Source: an optimization exercise on an open RTL-to-GDS flow (aim: small area, a short achievable clock period and few clock cycles). Production flows keep margins and buffers that such runs may drop. In this exercise RTL edits were held to simulation tests only and were not proved equivalent to the original.

==> run C: inputs <==
// geofence
module geofence (clk, reset, X, Y, valid, is_inside);
  input clk;
  input reset;
  input [9:0] X;
  input [9:0] Y;
  output reg valid;
  output reg is_inside;
  localparam S_IN = 2'd0, S_SCAN = 2'd1, S_PAIR = 2'd2, S_WAIT = 2'd3;
  reg [1:0] st;
  reg [3:0] cnt;
  reg [2:0] scfg;
  reg [2:0] mask;
  reg [1:0] tp;
  reg       opp, hf;
  reg [2:0] ph, rnd;
  reg       res_q, rpos_q;
  reg       dec, wrd, wrc;    
  reg       win, wout;        
  reg       vB, vC, vD, vE;
  reg [4:0] mB, mC, mD;
  reg [5:1] cmpm;
  reg [9:0] tx, ty;
  always @(posedge clk) if (st == S_IN && cnt == 4'd1) begin tx <= X; ty <= Y; end
  wire [10:0] dxp = {1'b0, X} - {1'b0, tx};
  wire [10:0] dxm = {1'b0, tx} - {1'b0, X};
  wire [10:0] dyp = {1'b0, Y} - {1'b0, ty};
  wire [10:0] dym = {1'b0, ty} - {1'b0, Y};
  wire        sxn = dxp[10];
  wire        syn = dyp[10];
  wire [9:0]  mxn = sxn ? dxm[9:0] : dxp[9:0];
  wire [9:0]  myn = syn ? dym[9:0] : dyp[9:0];
  reg [21:0] dr0, dr1, dr2, dr3, dr4, dr5;
  wire wr_d = wrd;
  always @(posedge clk) begin
    dr0 <= wr_d ? {sxn, mxn, syn, myn} : dr5;
    dr1 <= dr0; dr2 <= dr1; dr3 <= dr2; dr4 <= dr3; dr5 <= dr4;
  end
  wire       bsx = dr0[21];
  wire [9:0] bax = dr0[20:11];
  wire       bsy = dr0[10];
  wire [9:0] bay = dr0[9:0];
  wire nzx = |bax;
  wire nzy = |bay;
  wire q0 = ~bsx & nzx & ~bsy;
  wire q1 = (bsx | ~nzx) & ~bsy & nzy;
  wire q3 = ~bsx & bsy;
  wire [1:0] quad = {~q0 & ~q1, q1 | q3};
  wire odd = q1 | q3;
  wire lex = bay <= bax;
  wire eqx = bay == bax;
  wire half0 = odd ? (~lex | eqx) : lex;
  reg [9:0] ra, rb;         
  wire fb_a, fb_b;
  wire [9:0] n0 = fb_b ? rb : (fb_a ? ra : (lex ? bay : bax));
  wire [9:0] mxv = lex ? bax : bay;
  wire [11:0] x3 = {2'b00, bax} + {1'b0, bax, 1'b0};
  wire [11:0] y3 = {2'b00, bay} + {1'b0, bay, 1'b0};
  wire [11:0] mx3 = lex ? x3 : y3;
  reg [9:0] br, bd;
  reg [11:0] bd3;
  reg [1:0] bquad;
  reg       bh1;
  always @(posedge clk) begin
  ...
Settings: LEC_CHECK=0, ABC_AREA=1, ABC_CLOCK_PERIOD_IN_PS=2600, CAP_MARGIN=20, CORE_MARGIN=2, CORE_UTILIZATION=55, SETUP_SLACK_MARGIN=2.9, SLEW_MARGIN=20; clock period 5.5 ns.
run.sh (not shown) runs the stock make flow with config.mk's settings and CLKGATE_MAP_FILE= SYNTH_SCRIPT=/design/flow/synth_recipe.tcl, a recipe that flattens the netlist after the stock synthesis.
==> inputs of run E, as changes to run C <==
--- a/flow/design.v
+++ b/flow/design.v
@@ -11,17 +11,49 @@
   reg [2:0] scfg;
   reg [2:0] mask;
   reg [1:0] tp;
   reg       opp, hf;
   reg [2:0] ph, rnd;
   reg       res_q, rpos_q;
-  reg       dec, wrd, wrc;    
-  reg       win, wout;        
-  reg       vB, vC, vD, vE;
-  reg [4:0] mB, mC, mD;
+  wire in_q = (st == S_IN);
+  wire dec  = in_q && (cnt == 4'd11);
+  wire wrd  = in_q && (cnt >= 4'd2) && (cnt <= 4'd7);
+  wire wrc  = in_q && (cnt >= 4'd5) && (cnt <= 4'd10);
+  wire win  = in_q && (cnt >= 4'd7) && (cnt <= 4'd11);
+  wire wout = in_q && (cnt >= 4'd9) && (cnt <= 4'd11);
+  wire      vC = (cnt >= 4'd4) && (cnt <= 4'd9);
+  wire      vD = (cnt >= 4'd5) && (cnt <= 4'd10);
+  wire      vE = (cnt >= 4'd6) && (cnt <= 4'd11);
+  reg [4:0] mC, mD;
   reg [5:1] cmpm;
+  always @(*) begin
+    case (cnt)
+      4'd5:  mC = 5'b00001;
+      4'd6:  mC = 5'b00011;
+      4'd7:  mC = 5'b00111;
+      4'd8:  mC = 5'b01111;
+      4'd9:  mC = 5'b11111;
+      default: mC = 5'b00000;
+    endcase
+    case (cnt)
+      4'd6:  mD = 5'b00001;
+      4'd7:  mD = 5'b00011;
+      4'd8:  mD = 5'b00111;
+      4'd9:  mD = 5'b01111;
+      4'd10: mD = 5'b11111;
+      default: mD = 5'b00000;
+    endcase
+    case (cnt)
+      4'd7:  cmpm = 5'b00001;
+      4'd8:  cmpm = 5'b00011;
+      4'd9:  cmpm = 5'b00111;
+      4'd10: cmpm = 5'b01111;
+      4'd11: cmpm = 5'b11111;
+      default: cmpm = 5'b00000;
+    endcase
+  end
   reg [9:0] tx, ty;
   always @(posedge clk) if (st == S_IN && cnt == 4'd1) begin tx <= X; ty <= Y; end
   wire [10:0] dxp = {1'b0, X} - {1'b0, tx};
   wire [10:0] dxm = {1'b0, tx} - {1'b0, X};
   wire [10:0] dyp = {1'b0, Y} - {1'b0, ty};
   wire [10:0] dym = {1'b0, ty} - {1'b0, Y};
@@ -92,49 +124,41 @@
   wire [6:0]  code = {cquad, ch1, ch1 ? ~q4 : q4};
   reg [9:0] e0, e1, e2, e3, e4, e5;
   wire [9:0] ev [0:5];
   assign ev[0] = e0; assign ev[1] = e1; assign ev[2] = e2;
   assign ev[3] = e3; assign ev[4] = e4; assign ev[5] = e5;
   genvar g;
-  wire [6:0] cB = {quad, 5'd0};
   wire [6:0] cC = {bquad, bh1, 4'd0};
   wire [6:0] cD = {cquad, ch1, ch1 ? ~cq : cq, 2'd0};
-  wire [6:0] oB [0:4];
   wire [6:0] oC [0:4];
-  assign oB[0] = cC; assign oB[1] = cD; assign oB[2] = e0[9:3]; assign oB[3] = e1[9:3]; assign oB[4] = e2[9:3];
   assign oC[0] = cD; assign oC[1] = e0[9:3]; assign oC[2] = e1[9:3]; assign oC[3] = e2[9:3]; assign oC[4] = e3[9:3];
-  reg  [4:0] ltB, eqB, ltC, eqC, ltD, eqD;
-  wire [4:0] lB, qB, lC, qC, lD, qD, lE, qE;
-  wire [4:0] dB, dC, dD, dE;    
+  reg  [4:0] ltC, eqC, ltD, eqD;
+  wire [4:0] lC, qC, lD, qD, lE, qE;
+  wire [4:0] dC, dD, dE;    
   generate
     for (g = 0; g < 5; g = g + 1) begin : icg
-      assign lB[g] = ~cB[5] & oB[g][5];
-      assign qB[g] = ~(cB[5] ^ oB[g][5]);
-      assign dB[g] = cB[6] ^ oB[g][6] ^ lB[g];
-      assign lC[g] = ltB[g] | (eqB[g] & ~cC[4] & oC[g][4]);
-      assign qC[g] = eqB[g] & ~(cC[4] ^ oC[g][4]);
+      assign lC[g] = oC[g][5:4] > cC[5:4];
+      assign qC[g] = oC[g][5:4] == cC[5:4];
       assign dC[g] = cC[6] ^ oC[g][6] ^ lC[g];
       assign lD[g] = ltC[g] | (eqC[g] & (cD[3:2] < ev[g][6:5]));
       assign qD[g] = eqC[g] & (cD[3:2] == ev[g][6:5]);
       assign dD[g] = cD[6] ^ ev[g][9] ^ lD[g];
       assign lE[g] = ltD[g] | (eqD[g] & (e0[4:3] < ev[g+1][4:3]));
       assign qE[g] = eqD[g] & (e0[4:3] == ev[g+1][4:3]);
       assign dE[g] = e0[9] ^ ev[g+1][9] ^ lE[g];
     end
   endgenerate
   always @(posedge clk) begin
-    ltB <= lB; eqB <= qB; ltC <= lC; eqC <= qC; ltD <= lD; eqD <= qD;
+    ltC <= lC; eqC <= qC; ltD <= lD; eqD <= qD;
   end
   wire [4:0] ene = cmpm;
   wire [4:0] enD = mD & {5{vD}};
   wire [4:0] enC = mC & {5{vC}};
-  wire [4:0] enB = mB & {5{vB}};
   wire [4:0] pE = ene & ~qE & ~dE, nE = ene & ~qE & dE, aE = ene & qE;
   wire [4:0] pD = enD & ~qD & ~dD, nD = enD & ~qD & dD, aD = enD & qD;
   wire [4:0] pC = enC & ~qC & ~dC, nC = enC & ~qC & dC, aC = enC & qC;
-  wire [4:0] pB = enB & ~qB & ~dB, nB = enB & ~qB & dB, aB = enB & qB;
   wire [2:0] ua = rpos_q ? 3'b100 : 3'b010;
   wire [2:0] ub = rpos_q ? 3'b010 : 3'b100;
   wire [2:0] apos = (tp == 2'd1) ? 3'd0 : (3'd7 - {1'b0, tp});    
   wire [2:0] upd [0:5];
   wire [2:0] fin [0:5];
   generate
@@ -162,27 +186,23 @@
       wire fromD_p = (g < 5) ? pD[g] : 1'b0;
       wire fromD_n = (g < 5) ? nD[g] : 1'b0;
       wire fromD_a = (g < 5) ? aD[g] : 1'b0;
       wire fromC_p = (g < 4) ? pC[g+1] : 1'b0;
       wire fromC_n = (g < 4) ? nC[g+1] : 1'b0;
       wire fromC_a = (g < 4) ? aC[g+1] : 1'b0;
-      wire fromB_p = (g < 3) ? pB[g+2] : 1'b0;
-      wire fromB_n = (g < 3) ? nB[g+2] : 1'b0;
-      wire fromB_a = (g < 3) ? aB[g+2] : 1'b0;
-      assign rP[g] = ev[g][2] | fin[g][2] | fromD_p | fromC_p | fromB_p;
-      assign rN[g] = ev[g][1] | fin[g][1] | fromD_n | fromC_n | fromB_n;
-      assign rA[g] = ev[g][0] | fin[g][0] | fromD_a | fromC_a | fromB_a;
+      assign rP[g] = ev[g][2] | fin[g][2] | fromD_p | fromC_p;
+      assign rN[g] = ev[g][1] | fin[g][1] | fromD_n | fromC_n;
+      assign rA[g] = ev[g][0] | fin[g][0] | fromD_a | fromC_a;
     end
   endgenerate
-  wire dP = |nD | pC[0] | pB[1], dN = |pD | nC[0] | nB[1], dA = |aD | aC[0] | aB[1];
-  wire kP = |nC | pB[0],         kN = |pC | nB[0],         kA = |aC | aB[0];
-  wire bP = |nB,                 bN = |pB,                 bA = |aB;
-  wire [8:0] pv = {vB, vC, vD, cur};
-  wire [8:0] aP = {bP, kP, dP, rP};
-  wire [8:0] aN = {bN, kN, dN, rN};
-  wire [8:0] aA = {bA, kA, dA, rA};
+  wire dP = |nD | pC[0], dN = |pD | nC[0], dA = |aD | aC[0];
+  wire kP = |nC,         kN = |pC,         kA = |aC;
+  wire [7:0] pv = {vC, vD, cur};
+  wire [7:0] aP = {kP, dP, rP};
+  wire [7:0] aN = {kN, dN, rN};
+  wire [7:0] aA = {kA, dA, rA};
   wire ins  = &(~pv | (aP & aN));
   wire outs = |(pv & ~aA & ~(aP & aN));
   wire dok  = ~valid & ((win & ins) | (wout & outs));
   wire [5:0] sP = {e5[2], e4[2], e3[2], e2[2], e1[2], e0[2]};
   wire [5:0] sN = {e5[1], e4[1], e3[1], e2[1], e1[1], e0[1]};
   wire ins_now = &(sP & sN);
@@ -221,88 +241,68 @@
     qb <= q4;
     bchk <= b_d && (brnd != 3'd0);
     blast <= brnd == 3'd5;
   end
   wire fin_scan = (st == S_SCAN) && (ins_now || (pend == 3'd0 && scfg == 3'd5));
   always @(posedge clk) begin
-    vC <= vB; mC <= mB;
-    vD <= vC; mD <= mC;
-    vE <= vD; cmpm <= mD;
-    vB <= (st == S_IN) && !valid && (cnt >= 4'd2) && (cnt <= 4'd7);
-    case (cnt)
-      4'd3: mB <= 5'b00001;
-      4'd4: mB <= 5'b00011;
-      4'd5: mB <= 5'b00111;
-      4'd6: mB <= 5'b01111;
-      4'd7: mB <= 5'b11111;
-      default: mB <= 5'b00000;
-    endcase
     is_inside <= (st == S_SCAN) ? ins_now : ins;
+    res_q <= res;
+    rpos_q <= rpos;
   end
   always @(posedge clk or posedge reset) begin
     if (reset) begin
       st <= S_IN;
       cnt <= 4'd1;
-      scfg <= 3'd0;
-      mask <= 3'd0;
-      tp <= 2'd1;
-      opp <= 1'b0;
-      hf <= 1'b0;
-      ph <= 3'd0;
-      rnd <= 3'd0;
-      res_q <= 1'b0;
-      rpos_q <= 1'b0;
-      dec <= 1'b0;
-      win <= 1'b0;
-      wout <= 1'b0;
-      wrd <= 1'b0;
-      wrc <= 1'b0;
       valid <= 1'b0;
     end else begin
-      res_q <= res;
-      rpos_q <= rpos;
-      dec <= (st == S_IN && !valid && cnt == 4'd10);
-      win <= (st == S_IN && !valid && cnt >= 4'd6 && cnt <= 4'd10);
-      wout <= (st == S_IN && !valid && cnt >= 4'd7 && cnt <= 4'd10);
-      wrd <= (st == S_IN && !valid && cnt >= 4'd1 && cnt <= 4'd6);
-      wrc <= (st == S_IN && !valid && cnt >= 4'd4 && cnt <= 4'd9);
       valid <= ((st == S_IN) && dok) || fin_scan;
       case (st)
         S_IN: begin
-          scfg <= 3'd0;
-          mask <= 3'd0;
           cnt <= valid ? 4'd1 : cnt + 4'd1;
           if (!valid && dec && !ins && !outs)
             st <= S_SCAN;
         end
         S_SCAN: begin
           if (fin_scan) begin
             st <= S_IN;
             cnt <= 4'd12;
-          end else if (pend == 3'd0) begin
-            scfg <= scfg + 3'd1;
-            mask <= 3'd0;
-          end else begin
+          end else if (pend != 3'd0)
             st <= S_PAIR;
-            tp <= tsel;
-            mask <= mask | tbit;
-            opp <= e3[9] ^ eb9;
-            hf <= e3[7];
-            ph <= 3'd1;
-            rnd <= 3'd0;
-          end
         end
         default: begin  
-          if (ph == 3'd5) begin
-            ph <= 3'd0;
-            rnd <= rnd + 3'd1;
-          end else
-            ph <= ph + 3'd1;
           if (st == S_PAIR && res)
             st <= S_WAIT;
           else if (st == S_WAIT && ph == 3'd5)
             st <= S_SCAN;
         end
       endcase
     end
   end
+  always @(posedge clk) begin
+    case (st)
+      S_IN: begin
+        scfg <= 3'd0;
+        mask <= 3'd0;
+      end
+      S_SCAN: begin
+        if (pend == 3'd0) begin
+          scfg <= scfg + 3'd1;
+          mask <= 3'd0;
+        end else begin
+          tp <= tsel;
+          mask <= mask | tbit;
+          opp <= e3[9] ^ eb9;
+          hf <= e3[7];
+          ph <= 3'd1;
+          rnd <= 3'd0;
+        end
+      end
+      default: begin
+        if (ph == 3'd5) begin
+          ph <= 3'd0;
+          rnd <= rnd + 3'd1;
+        end else
+          ph <= ph + 3'd1;
+      end
+    endcase
+  end
 endmodule
- ABC_CLOCK_PERIOD_IN_PS: 2600 -> 2450
- SETUP_SLACK_MARGIN: 2.9 -> 3.05
==> summary.txt <==
Run E finished with timing, DRC and antenna clean. Run C completed with no timing, DRC or antenna violations.
Against run E, the die area of run C is higher by about 6%.
Between run E and run C, the lower final area is in run E (gap 4.6%, measured against run C).
Critical path depth: run C is higher than run E (7).
Synthesized area: run C is larger than run E (about 6.4%).
Wire length: run E is lower than run C (about 4.6%).
In run C the via count is larger than in run E, by about 7%.
Of run E and run C, run E has the higher hold slack (gap 0.0062 ns).
Between run C and run E, the lower count of clock-buffer cells in the layout is in run E (gap 11).
Between run C and run E, the lower sequential cell count is in run E (gap 39).
Testbench counts of run C, summed over its fixed seeds: cycles 16,042.
Testbench counts of run E, summed over its fixed seeds: cycles 16,231.

[what the ideal ports hide]
No port has a modelled driver above. Below, the same layouts with a new extraction and two added sets of constraints.
Step 1: set_driving_cell puts a clkbuf_16 on clk and a buf_2 on each other input, an assumption about the parent block.
Step 2 times the ports against the registers' clock, not the clock port: input delays grow and output delays shrink by t, the midpoint of the rising clock arrivals with the driver on.
Three values: no drivers, after step 1, after step 2; two values: the first two.
| run | t (ns) | setup slack, ns | worst data-port slew with drivers (ns) |
|---|---|---|---|
| run C | 0.613 | 2.547 / 2.547 / 2.363 | 0.06 |
| run E | 0.597 | 2.885 / 2.885 / 2.377 | 0.07 |
After both steps every run listed still meets setup and hold. The setup slack of run E, which loses most, moves by 0.000 ns with the drivers and by -0.508 ns with both steps.
